Context: an optimization exercise on an open-source flow, tuned for small area, a short achievable clock period and few clock cycles per item. The choices shown serve that exercise and are no tape-out recipe.
Power figures rest on the tool's default switching activity, not on a simulated workload.

==> flow/design.v <==
module modulo_sec#(
  parameter SIZE = 16,
  parameter CALCULATION_OUT = 1'b0 )(
  input clk,
  input rst,
  input [(SIZE-1):0] divident,
  input [(SIZE-1):0] divisor,
  input start,
  output done,
  output [(SIZE-1):0] remainder);
  localparam CW = $clog2(SIZE);
  function [CW-1:0] lzc;
    input [SIZE-1:0] v;
    integer i;
    begin
      lzc = SIZE-1;
      for (i = 0; i < SIZE; i = i + 1)
        if (v[i]) lzc = SIZE-1-i;
    end
  endfunction
  reg busy, align;
  reg [SIZE-1:0] rem_reg, div_reg;
  reg [CW-1:0] cnt;
  assign done = ~busy;
  assign remainder = rem_reg;
  wire [CW-1:0] lz_a = lzc(divident);
  wire [CW-1:0] lz_b = lzc(divisor);
  wire [CW:0] shift = {1'b0, lz_b} - {1'b0, lz_a};
  wire [SIZE:0] diff = {1'b0, rem_reg} - {1'b0, div_reg};
  always @(posedge clk) begin
    if (~busy) begin
      if (start)
        rem_reg <= divident;
      div_reg <= divisor;
      cnt <= shift[CW-1:0];
      align <= |shift[CW-1:0];
    end else if (align) begin
      div_reg <= div_reg << cnt;
      align <= 1'b0;
    end else begin
      if (~diff[SIZE])
        rem_reg <= diff[SIZE-1:0];
      div_reg <= div_reg >> 1;
      cnt <= cnt - 1'b1;
    end
  end
  always @(posedge clk or posedge rst) begin
    if (rst)
      busy <= 1'b0;
    else if (~busy)
      busy <= start & ~shift[CW];
    else if (~align)
      busy <= |cnt;
  end
endmodule
clock: 4.0 ns
lec_check: 0
cap_margin: 20
core_margin: 2
core_utilization: 40
slew_margin: 20
run.sh (not shown) runs the stock make flow with config.mk's settings and CLKGATE_MAP_FILE= SYNTH_SCRIPT=/design/flow/synth_recipe.tcl, a recipe that flattens the netlist after the stock synthesis.
Change:
==> flow/flow/run.sh (new file) <==
#!/bin/bash
# The standard layout, with plain buf_1 cells (not delay cells) as the port buffers.
set -euo pipefail
bash standard.sh BUFFER_PORTS_ARGS="-buffer_cell sky130_fd_sc_hd__buf_1" finish > standard.log 2>&1
==> flow/standard.sh (new file) <==
#!/bin/bash
# synth_recipe.tcl (not shown) runs the flow's synth.tcl, then flattens the netlist and writes it again
# the make line also repeats each setting of config.mk as NAME=value (left out here)
make -C /OpenROAD-flow-scripts/flow DESIGN_CONFIG=/design/flow/config.mk WORK_HOME=/design/flow/orfs CLKGATE_MAP_FILE= SYNTH_SCRIPT=/design/flow/synth_recipe.tcl "${@:-finish}"
--- a/flow/config.mk
+++ b/flow/config.mk
@@ -10,2 +10,3 @@
 export CORE_UTILIZATION = 40
+export SETUP_SLACK_MARGIN = 0.5
 export SLEW_MARGIN = 20
removed: flow/run.sh
=> Setup slack improved by 140 ps; sequential share of layout area is higher by 2.0 points; final area is lower by 7.3%; register-to-register slack stays flat.
Change:
==> flow/run.sh (new file) <==
#!/bin/bash
# synth_recipe.tcl (not shown) runs the flow's synth.tcl, then flattens the netlist and writes it again
# the make line also repeats each setting of config.mk as NAME=value (left out here)
make -C /OpenROAD-flow-scripts/flow DESIGN_CONFIG=/design/flow/config.mk WORK_HOME=/design/flow/orfs CLKGATE_MAP_FILE= SYNTH_SCRIPT=/design/flow/synth_recipe.tcl finish
--- a/flow/config.mk
+++ b/flow/config.mk
@@ -7,2 +7,3 @@
 export LEC_CHECK = 0
+export ABC_CLOCK_PERIOD_IN_PS = 2000
 export CAP_MARGIN = 20
@@ -10,3 +11,2 @@
 export CORE_UTILIZATION = 40
-export SETUP_SLACK_MARGIN = 0.5
 export SLEW_MARGIN = 20
removed: flow/flow/run.sh
removed: flow/standard.sh
=> The new run finished clean. Wire length goes up by 2.7%. Combinational power rises by about 5%. Sequential share of layout area came out lower by 2.0 points. Power is higher by 2.0%. Clock skew fell by 4.9 ps.
Change:
==> flow/flow/run.sh (new file) <==
#!/bin/bash
# The standard layout, with plain buf_1 cells (not delay cells) as the port buffers.
set -euo pipefail
bash standard.sh BUFFER_PORTS_ARGS="-buffer_cell sky130_fd_sc_hd__buf_1" finish > standard.log 2>&1
==> flow/standard.sh (new file) <==
#!/bin/bash
# synth_recipe.tcl (not shown) runs the flow's synth.tcl, then flattens the netlist and writes it again
# the make line also repeats each setting of config.mk as NAME=value (left out here)
make -C /OpenROAD-flow-scripts/flow DESIGN_CONFIG=/design/flow/config.mk WORK_HOME=/design/flow/orfs CLKGATE_MAP_FILE= SYNTH_SCRIPT=/design/flow/synth_recipe.tcl "${@:-finish}"
--- a/flow/config.mk
+++ b/flow/config.mk
@@ -7,3 +7,2 @@
 export LEC_CHECK = 0
-export ABC_CLOCK_PERIOD_IN_PS = 2000
 export CAP_MARGIN = 20
@@ -11,2 +10,3 @@
 export CORE_UTILIZATION = 40
+export SETUP_SLACK_MARGIN = 1.5
 export SLEW_MARGIN = 20
removed: flow/run.sh
The new run completed without violations; routed wire length grows by about 3.7%; clock skew stays flat; clock-buffer cell count shrinks by 1; first-iteration DRC count shrinks by 7.1%; die area is unchanged; sequential power hardly moves; final cell count grows by 1.3%; power grows by 2.4%; area after synthesis stays the same.
Change:
--- a/flow/config.mk
+++ b/flow/config.mk
@@ -10,3 +10,2 @@
 export CORE_UTILIZATION = 40
-export SETUP_SLACK_MARGIN = 1.5
 export SLEW_MARGIN = 20
Effect:
- The changed run ran to the end with no violations
- sequential share of layout area went up by 1.7 points
- via count goes down by a few percent
- core utilization went down by 3.1 points
- total power goes down by a few percent
- setup slack gets worse by 320 ps
- design area came out lower by a few percent
Function was not checked in any run of this note: the RTL went through the layout flow alone.

what the ideal ports hide:
In the flow no input, the clock included, has a driving cell. The finished layouts below were timed again as built, in two steps.
Step 1: set_driving_cell puts a clkbuf_16 on clk and a buf_2 on each other input, an assumption about the parent block.
Step 2 also shifts input and output timing later by t, the mid clock arrival at the registers, as if the neighbouring blocks saw the same clock.
Slacks: ideal ports / drivers / drivers and shift; pairs: ideal ports / drivers.
run	shift t [ns]	setup WS [ns]	worst hold slack (ns)
the first run	0.330	0.940 / 0.947 / 0.617	0.618 / 0.618 / 0.618
the second run	0.334	1.084 / 1.084 / 0.954	0.294 / 0.285 / 0.588
the third run	0.330	0.940 / 0.947 / 0.617	0.618 / 0.618 / 0.618
the fourth run	0.322	1.405 / 1.397 / 1.076	0.306 / 0.296 / 0.618
the fifth run	0.334	1.084 / 1.084 / 0.954	0.294 / 0.285 / 0.588
After both steps setup and hold are still met in every run listed. For the fourth run, which loses most, drivers alone change the setup slack by -0.008 ns; drivers and shift together by -0.329 ns.
